This design comes from an exercise in tuning for small area, a short achievable clock period and few clock cycles on the open sky130 flow, not from production work.
The RTL was checked by simulation tests, not by an equivalence proof against the original design.

==> job 3655: inputs <==
==> flow/design.v (excerpt) <==
module milestone1(
   input  logic        clock,
   input  logic        resetn,
   input  logic [15:0] SRAM_read_data,
   output logic [17:0] SRAM_address,
   output logic [15:0] SRAM_write_data,
   output logic        SRAM_we_n,
   input  logic        M1_start,
   output logic        M1_end
);
export LEC_CHECK = 0
export CAP_MARGIN = 20
export CORE_MARGIN = 2
export CORE_UTILIZATION = 40
export SLEW_MARGIN = 20
export SYNTH_HIERARCHICAL = 1
export SYNTH_MINIMUM_KEEP_SIZE = 0
create_clock -name core_clock -period 11.0 [get_ports {clock}]
run.sh (not shown) runs the stock make flow with config.mk's settings and CLKGATE_MAP_FILE= SYNTH_SCRIPT=/design/flow/synth_recipe.tcl, a recipe that flattens the netlist after the stock synthesis.
==> job 9547 (differences from job 3655) <==
--- a/flow/design.v
+++ b/flow/design.v
@@ -753,31 +753,64 @@
 wire [26:0] ub_b = {1'b0, ub_w118, ub_w116, ub_w114, ub_w112, ub_w110, ub_w108, ub_w106, ub_w104, ub_w102, ub_w100, ub_w98, ub_w96, ub_w94, ub_w92, ub_w90, ub_w88, ub_w86, ub_w84, ub_w82, ub_w80, ub_w78, ub_w76, ub_w74, ub_w73, 1'b0, 1'b0};
 wire [14:0] ub_lo = {1'b0, ub_a[13:0]} + {1'b0, ub_b[13:0]};
 logic [12:0] ub_ha, ub_hb; logic ub_c;
 always_ff @(posedge clock) begin ub_ha <= ub_a[26:14]; ub_hb <= ub_b[26:14]; ub_c <= ub_lo[14]; end
 wire [12:0] ub_s = (ub_ha + ub_hb + {12'd0, ub_c});
 wire [7:0] ub8 = ub_s[12] ? 8'd0 : (|ub_s[11:10]) ? 8'd255 : ub_s[9:2];
-wire t_we    = !st && ((t <= 5'd4) || (t == 5'd9));
-wire t_yrd   = (t == 5'd5) || (t == 5'd8 && !(st && g78)) || (t == 5'd14);
-wire t_crd   = (t == 5'd6) || (t == 5'd7) || (t == 5'd10) || (t == 5'd11) || (t == 5'd15);
-wire t_le    = (t == 5'd1) || (t == 5'd8);
+logic [4:0] tn;
+logic [6:0] grn;
+logic       stn;
+always_comb begin
+   tn = t; grn = gr; stn = st;
+   if (run) begin
+      if (t == 5'd9) begin
+         tn = 5'd0;
+         grn = last_grp ? 7'd0 : gr + 7'd1;
+         if (last_grp) stn = 1'b0;
+      end else if (t == 5'd4)
+         tn = last_grp ? 5'd10 : 5'd5;
+      else if (t == 5'd15)
+         tn = 5'd7;
+      else
+         tn = t + 5'd1;
+   end
+end
+wire n_g78  = (grn == 7'd78);
+wire n_last = (grn == 7'd79);
+logic t_we, t_yrd, t_le, isv;
+logic [1:0] coff;
 logic sh, sh_bus, sh_stu, sh_stv;    
+logic d_sh, d_bus, d_stu, d_stv;
 always_comb begin
-   sh = 1'b0; sh_bus = 1'b0; sh_stu = 1'b0; sh_stv = 1'b0;
-   case (t)
-      5'd0:  begin sh = 1'b1; sh_bus = !g78; end
-      5'd1, 5'd2, 5'd3: sh = last_grp;
-      5'd4:  begin sh = 1'b1; sh_stu = !g78 && !last_grp; end
-      5'd7:  begin sh = 1'b1; sh_stv = !g78; end
-      5'd9:  begin sh = 1'b1; sh_bus = (gr != 7'd77); end
-      5'd13, 5'd14: begin sh = 1'b1; sh_bus = 1'b1; end
-      5'd10, 5'd15: begin sh = 1'b1; sh_stu = 1'b1; end
-      5'd11: begin sh = 1'b1; sh_stv = 1'b1; end
+   d_sh = 1'b0; d_bus = 1'b0; d_stu = 1'b0; d_stv = 1'b0;
+   case (tn)
+      5'd0:  begin d_sh = 1'b1; d_bus = !n_g78; end
+      5'd1, 5'd2, 5'd3: d_sh = n_last;
+      5'd4:  begin d_sh = 1'b1; d_stu = !n_g78 && !n_last; end
+      5'd7:  begin d_sh = 1'b1; d_stv = !n_g78; end
+      5'd9:  begin d_sh = 1'b1; d_bus = (grn != 7'd77); end
+      5'd13, 5'd14: begin d_sh = 1'b1; d_bus = 1'b1; end
+      5'd10, 5'd15: begin d_sh = 1'b1; d_stu = 1'b1; end
+      5'd11: begin d_sh = 1'b1; d_stv = 1'b1; end
       default: ;
    endcase
 end
+always_ff @(posedge clock or negedge resetn) begin
+   if (!resetn) begin
+      t_we <= 1'b0; t_yrd <= 1'b0; t_le <= 1'b0; isv <= 1'b0; coff <= 2'd0;
+      sh <= 1'b0; sh_bus <= 1'b0; sh_stu <= 1'b0; sh_stv <= 1'b0;
+   end else begin
+      t_we  <= !stn && ((tn <= 5'd4) || (tn == 5'd9));
+      t_yrd <= (tn == 5'd5) || (tn == 5'd8 && !(stn && n_g78)) || (tn == 5'd14);
+      t_le  <= (tn == 5'd1) || (tn == 5'd8);
+      isv   <= (tn == 5'd7) || (tn == 5'd11);
+      coff  <= ((tn == 5'd6) || (tn == 5'd7)) ? (n_g78 ? (stn ? 2'd0 : 2'd1) : 2'd2)
+             : ((tn == 5'd10) || (tn == 5'd11)) ? 2'd1 : 2'd2;
+      sh <= d_sh; sh_bus <= d_bus; sh_stu <= d_stu; sh_stv <= d_stv;
+   end
+end
 wire [7:0] sh_in = sh_bus ? SRAM_read_data[15:8] : sh_stu ? st_u : sh_stv ? st_v : win[10];
 wire [8:0] nu = t_le ? {win[4][7], ~win[4][7], win[4][6:0]} : cu;
 wire [8:0] nv = t_le ? {win[5][7], ~win[5][7], win[5][6:0]} : ival;
 always_ff @(posedge clock) begin
    if (sh) begin
       for (int i = 1; i < 11; i++) win[i] <= win[i+1];
@@ -798,53 +831,39 @@
       5'd0, 5'd3: SRAM_write_data <= {ur8, ug8};
       5'd1, 5'd4: SRAM_write_data <= {h1, ur8};
       5'd2, 5'd5, 5'd10: SRAM_write_data <= {h1, h2};
       default: ;
    endcase
 end
-logic [16:0] cbase;
-always_comb begin
-   case (t)
-      5'd6:    cbase = g78 ? (st ? 17'd38400 : 17'd38401) : 17'd38402;
-      5'd7:    cbase = g78 ? (st ? 17'd57600 : 17'd57601) : 17'd57602;
-      5'd10:   cbase = 17'd38401;
-      5'd11:   cbase = 17'd57601;
-      default: cbase = 17'd38402;
-   endcase
-end
+wire [16:0] cbase = (isv ? 17'd57600 : 17'd38400) + {15'd0, coff};
 wire [17:0] caddr = {3'b000, yaddr[15:1]} + {1'b0, cbase};
+logic we;                     
+assign SRAM_we_n = ~we;
 wire fin = (t == 5'd0) && img_done;    
 always_ff @(posedge clock or negedge resetn) begin
    if (!resetn) begin
       t <= 5'd6;
       run <= 1'b0;
       st <= 1'b1;
       gr <= 7'd78;
       yaddr <= 16'd0;
       waddr <= 18'd146944;
-      SRAM_we_n <= 1'b1;
+      we <= 1'b0;
       M1_end <= 1'b0;
    end else if (!run) begin
-      SRAM_we_n <= 1'b1;
+      we <= 1'b0;
       if (M1_start && !M1_end) run <= 1'b1;
    end else begin
       if (fin) begin
          run <= 1'b0;
          M1_end <= 1'b1;
       end
-      if (t == 5'd9) begin
-         t <= 5'd0;
-         gr <= last_grp ? 7'd0 : gr + 7'd1;
-         if (last_grp) st <= 1'b0;
-      end else if (t == 5'd4)
-         t <= last_grp ? 5'd10 : 5'd5;
-      else if (t == 5'd15)
-         t <= 5'd7;
-      else
-         t <= t + 5'd1;
-      SRAM_we_n <= ~t_we | fin;
+      t <= tn;
+      gr <= grn;
+      st <= stn;
+      we <= t_we & ~fin;
       if (t_we) waddr <= waddr + 18'd1;
       if (t_yrd) yaddr <= yaddr + 16'd1;
    end
 end
 always_ff @(posedge clock) begin
    if (t_we)       SRAM_address <= waddr;
==> flow/flow/run.sh (new file) <==
#!/bin/bash
# The standard layout; the timing repair aims at a tighter setup target
# (repair_timing setup margin), and the clock tree is built without dummy loads.
# Clock and constraints are unchanged.
set -euo pipefail
bash standard.sh SETUP_SLACK_MARGIN=7.5 "CTS_ARGS=-sink_clustering_enable -repair_clock_nets -sink_clustering_size 30 -sink_clustering_max_diameter 100 -dont_use_dummy_load" finish > standard.log 2>&1
==> flow/standard.sh (new file) <==
#!/bin/bash
# synth_recipe.tcl (not shown) runs the flow's synth.tcl, then flattens the netlist and writes it again
# the make line also repeats each setting of config.mk as NAME=value (left out here)
make -C /OpenROAD-flow-scripts/flow DESIGN_CONFIG=/design/flow/config.mk WORK_HOME=/design/flow/orfs CLKGATE_MAP_FILE= SYNTH_SCRIPT=/design/flow/synth_recipe.tcl "${@:-finish}"
--- a/flow/config.mk
+++ b/flow/config.mk
@@ -5,9 +5,11 @@
 export SDC_FILE = /design/flow/constraint.sdc
 export NUM_CORES = 4
 export LEC_CHECK = 0
 export CAP_MARGIN = 20
 export CORE_MARGIN = 2
 export CORE_UTILIZATION = 40
+export CTS_CLUSTER_DIAMETER = 100
+export CTS_CLUSTER_SIZE = 30
 export SLEW_MARGIN = 20
 export SYNTH_HIERARCHICAL = 1
 export SYNTH_MINIMUM_KEEP_SIZE = 0
removed: flow/run.sh
==> job 3662 (differences from job 3655) <==
--- a/flow/design.v
+++ b/flow/design.v
@@ -753,31 +753,64 @@
 wire [26:0] ub_b = {1'b0, ub_w118, ub_w116, ub_w114, ub_w112, ub_w110, ub_w108, ub_w106, ub_w104, ub_w102, ub_w100, ub_w98, ub_w96, ub_w94, ub_w92, ub_w90, ub_w88, ub_w86, ub_w84, ub_w82, ub_w80, ub_w78, ub_w76, ub_w74, ub_w73, 1'b0, 1'b0};
 wire [14:0] ub_lo = {1'b0, ub_a[13:0]} + {1'b0, ub_b[13:0]};
 logic [12:0] ub_ha, ub_hb; logic ub_c;
 always_ff @(posedge clock) begin ub_ha <= ub_a[26:14]; ub_hb <= ub_b[26:14]; ub_c <= ub_lo[14]; end
 wire [12:0] ub_s = (ub_ha + ub_hb + {12'd0, ub_c});
 wire [7:0] ub8 = ub_s[12] ? 8'd0 : (|ub_s[11:10]) ? 8'd255 : ub_s[9:2];
-wire t_we    = !st && ((t <= 5'd4) || (t == 5'd9));
-wire t_yrd   = (t == 5'd5) || (t == 5'd8 && !(st && g78)) || (t == 5'd14);
-wire t_crd   = (t == 5'd6) || (t == 5'd7) || (t == 5'd10) || (t == 5'd11) || (t == 5'd15);
-wire t_le    = (t == 5'd1) || (t == 5'd8);
+logic [4:0] tn;
+logic [6:0] grn;
+logic       stn;
+always_comb begin
+   tn = t; grn = gr; stn = st;
+   if (run) begin
+      if (t == 5'd9) begin
+         tn = 5'd0;
+         grn = last_grp ? 7'd0 : gr + 7'd1;
+         if (last_grp) stn = 1'b0;
+      end else if (t == 5'd4)
+         tn = last_grp ? 5'd10 : 5'd5;
+      else if (t == 5'd15)
+         tn = 5'd7;
+      else
+         tn = t + 5'd1;
+   end
+end
+wire n_g78  = (grn == 7'd78);
+wire n_last = (grn == 7'd79);
+logic t_we, t_yrd, t_le, isv;
+logic [1:0] coff;
 logic sh, sh_bus, sh_stu, sh_stv;    
+logic d_sh, d_bus, d_stu, d_stv;
 always_comb begin
-   sh = 1'b0; sh_bus = 1'b0; sh_stu = 1'b0; sh_stv = 1'b0;
-   case (t)
-      5'd0:  begin sh = 1'b1; sh_bus = !g78; end
-      5'd1, 5'd2, 5'd3: sh = last_grp;
-      5'd4:  begin sh = 1'b1; sh_stu = !g78 && !last_grp; end
-      5'd7:  begin sh = 1'b1; sh_stv = !g78; end
-      5'd9:  begin sh = 1'b1; sh_bus = (gr != 7'd77); end
-      5'd13, 5'd14: begin sh = 1'b1; sh_bus = 1'b1; end
-      5'd10, 5'd15: begin sh = 1'b1; sh_stu = 1'b1; end
-      5'd11: begin sh = 1'b1; sh_stv = 1'b1; end
+   d_sh = 1'b0; d_bus = 1'b0; d_stu = 1'b0; d_stv = 1'b0;
+   case (tn)
+      5'd0:  begin d_sh = 1'b1; d_bus = !n_g78; end
+      5'd1, 5'd2, 5'd3: d_sh = n_last;
+      5'd4:  begin d_sh = 1'b1; d_stu = !n_g78 && !n_last; end
+      5'd7:  begin d_sh = 1'b1; d_stv = !n_g78; end
+      5'd9:  begin d_sh = 1'b1; d_bus = (grn != 7'd77); end
+      5'd13, 5'd14: begin d_sh = 1'b1; d_bus = 1'b1; end
+      5'd10, 5'd15: begin d_sh = 1'b1; d_stu = 1'b1; end
+      5'd11: begin d_sh = 1'b1; d_stv = 1'b1; end
       default: ;
    endcase
 end
+always_ff @(posedge clock or negedge resetn) begin
+   if (!resetn) begin
+      t_we <= 1'b0; t_yrd <= 1'b0; t_le <= 1'b0; isv <= 1'b0; coff <= 2'd0;
+      sh <= 1'b0; sh_bus <= 1'b0; sh_stu <= 1'b0; sh_stv <= 1'b0;
+   end else begin
+      t_we  <= !stn && ((tn <= 5'd4) || (tn == 5'd9));
+      t_yrd <= (tn == 5'd5) || (tn == 5'd8 && !(stn && n_g78)) || (tn == 5'd14);
+      t_le  <= (tn == 5'd1) || (tn == 5'd8);
+      isv   <= (tn == 5'd7) || (tn == 5'd11);
+      coff  <= ((tn == 5'd6) || (tn == 5'd7)) ? (n_g78 ? (stn ? 2'd0 : 2'd1) : 2'd2)
+             : ((tn == 5'd10) || (tn == 5'd11)) ? 2'd1 : 2'd2;
+      sh <= d_sh; sh_bus <= d_bus; sh_stu <= d_stu; sh_stv <= d_stv;
+   end
+end
 wire [7:0] sh_in = sh_bus ? SRAM_read_data[15:8] : sh_stu ? st_u : sh_stv ? st_v : win[10];
 wire [8:0] nu = t_le ? {win[4][7], ~win[4][7], win[4][6:0]} : cu;
 wire [8:0] nv = t_le ? {win[5][7], ~win[5][7], win[5][6:0]} : ival;
 always_ff @(posedge clock) begin
    if (sh) begin
       for (int i = 1; i < 11; i++) win[i] <= win[i+1];
@@ -798,53 +831,39 @@
       5'd0, 5'd3: SRAM_write_data <= {ur8, ug8};
       5'd1, 5'd4: SRAM_write_data <= {h1, ur8};
       5'd2, 5'd5, 5'd10: SRAM_write_data <= {h1, h2};
       default: ;
    endcase
 end
-logic [16:0] cbase;
-always_comb begin
-   case (t)
-      5'd6:    cbase = g78 ? (st ? 17'd38400 : 17'd38401) : 17'd38402;
-      5'd7:    cbase = g78 ? (st ? 17'd57600 : 17'd57601) : 17'd57602;
-      5'd10:   cbase = 17'd38401;
-      5'd11:   cbase = 17'd57601;
-      default: cbase = 17'd38402;
-   endcase
-end
+wire [16:0] cbase = (isv ? 17'd57600 : 17'd38400) + {15'd0, coff};
 wire [17:0] caddr = {3'b000, yaddr[15:1]} + {1'b0, cbase};
+logic we;                     
+assign SRAM_we_n = ~we;
 wire fin = (t == 5'd0) && img_done;    
 always_ff @(posedge clock or negedge resetn) begin
    if (!resetn) begin
       t <= 5'd6;
       run <= 1'b0;
       st <= 1'b1;
       gr <= 7'd78;
       yaddr <= 16'd0;
       waddr <= 18'd146944;
-      SRAM_we_n <= 1'b1;
+      we <= 1'b0;
       M1_end <= 1'b0;
    end else if (!run) begin
-      SRAM_we_n <= 1'b1;
+      we <= 1'b0;
       if (M1_start && !M1_end) run <= 1'b1;
    end else begin
       if (fin) begin
          run <= 1'b0;
          M1_end <= 1'b1;
       end
-      if (t == 5'd9) begin
-         t <= 5'd0;
-         gr <= last_grp ? 7'd0 : gr + 7'd1;
-         if (last_grp) st <= 1'b0;
-      end else if (t == 5'd4)
-         t <= last_grp ? 5'd10 : 5'd5;
-      else if (t == 5'd15)
-         t <= 5'd7;
-      else
-         t <= t + 5'd1;
-      SRAM_we_n <= ~t_we | fin;
+      t <= tn;
+      gr <= grn;
+      st <= stn;
+      we <= t_we & ~fin;
       if (t_we) waddr <= waddr + 18'd1;
       if (t_yrd) yaddr <= yaddr + 16'd1;
    end
 end
 always_ff @(posedge clock) begin
    if (t_we)       SRAM_address <= waddr;
==> flow/flow/run.sh (new file) <==
#!/bin/bash
# The standard layout; the timing repair aims at a tighter setup target
# (repair_timing setup margin), and the clock tree is built without dummy loads.
# Clock and constraints are unchanged.
set -euo pipefail
bash standard.sh SETUP_SLACK_MARGIN=7.8 "CTS_ARGS=-sink_clustering_enable -repair_clock_nets -sink_clustering_size 30 -sink_clustering_max_diameter 100 -dont_use_dummy_load" finish > standard.log 2>&1
==> flow/standard.sh (new file) <==
#!/bin/bash
# synth_recipe.tcl (not shown) runs the flow's synth.tcl, then flattens the netlist and writes it again
# the make line also repeats each setting of config.mk as NAME=value (left out here)
make -C /OpenROAD-flow-scripts/flow DESIGN_CONFIG=/design/flow/config.mk WORK_HOME=/design/flow/orfs CLKGATE_MAP_FILE= SYNTH_SCRIPT=/design/flow/synth_recipe.tcl "${@:-finish}"
--- a/flow/config.mk
+++ b/flow/config.mk
@@ -5,9 +5,11 @@
 export SDC_FILE = /design/flow/constraint.sdc
 export NUM_CORES = 4
 export LEC_CHECK = 0
 export CAP_MARGIN = 20
 export CORE_MARGIN = 2
 export CORE_UTILIZATION = 40
+export CTS_CLUSTER_DIAMETER = 100
+export CTS_CLUSTER_SIZE = 30
 export SLEW_MARGIN = 20
 export SYNTH_HIERARCHICAL = 1
 export SYNTH_MINIMUM_KEEP_SIZE = 0
removed: flow/run.sh
==> summary of the runs <==
Clock-buffer cell count, lowest first: job 9547, job 3662, job 3655. Against job 3662, the design area of job 3655 is lower by 0.49%. In job 3662 the clock skew is lower than in job 9547, by 0.012 ns. In die area, job 3662 and job 9547 do not differ.
Testbench counts of job 3655, summed over its fixed seeds: cycles 1,157,880.
Testbench counts of job 9547, summed over its fixed seeds: cycles 1,157,880.
Testbench counts of job 3662, summed over its fixed seeds: cycles 1,157,880.

re-timing with driven ports:
In the flow no input, the clock included, has a driving cell. The finished layouts below were timed again as built, in two steps.
Step 1 sets driving cells, clkbuf_16 on the clock port and buf_2 on the other inputs (assumed; they add their load-dependent delay and slew).
Step 2 also shifts input and output timing later by t, the mid clock arrival at the registers, as if the neighbouring blocks saw the same clock.
Three values: no drivers, after step 1, after step 2; two values: the first two.
| run | t, ns | setup WS [ns] | hold WS [ns] | worst setup path at the end | latest minus earliest clock arrival (ns) |
|---|---|---|---|---|---|
| job 3655 | 0.593 | 7.077 / 7.077 / 7.077 | 0.417 / 0.417 / 0.417 | register to register | 0.022 / 0.022 |
| job 9547 | 0.570 | 7.455 / 7.455 / 7.455 | 0.382 / 0.382 / 0.382 | register to register | 0.088 / 0.088 |
| job 3662 | 0.573 | 7.474 / 7.474 / 7.474 | 0.403 / 0.403 / 0.403 | register to register | 0.077 / 0.076 |
After both steps every run listed still meets setup and hold.
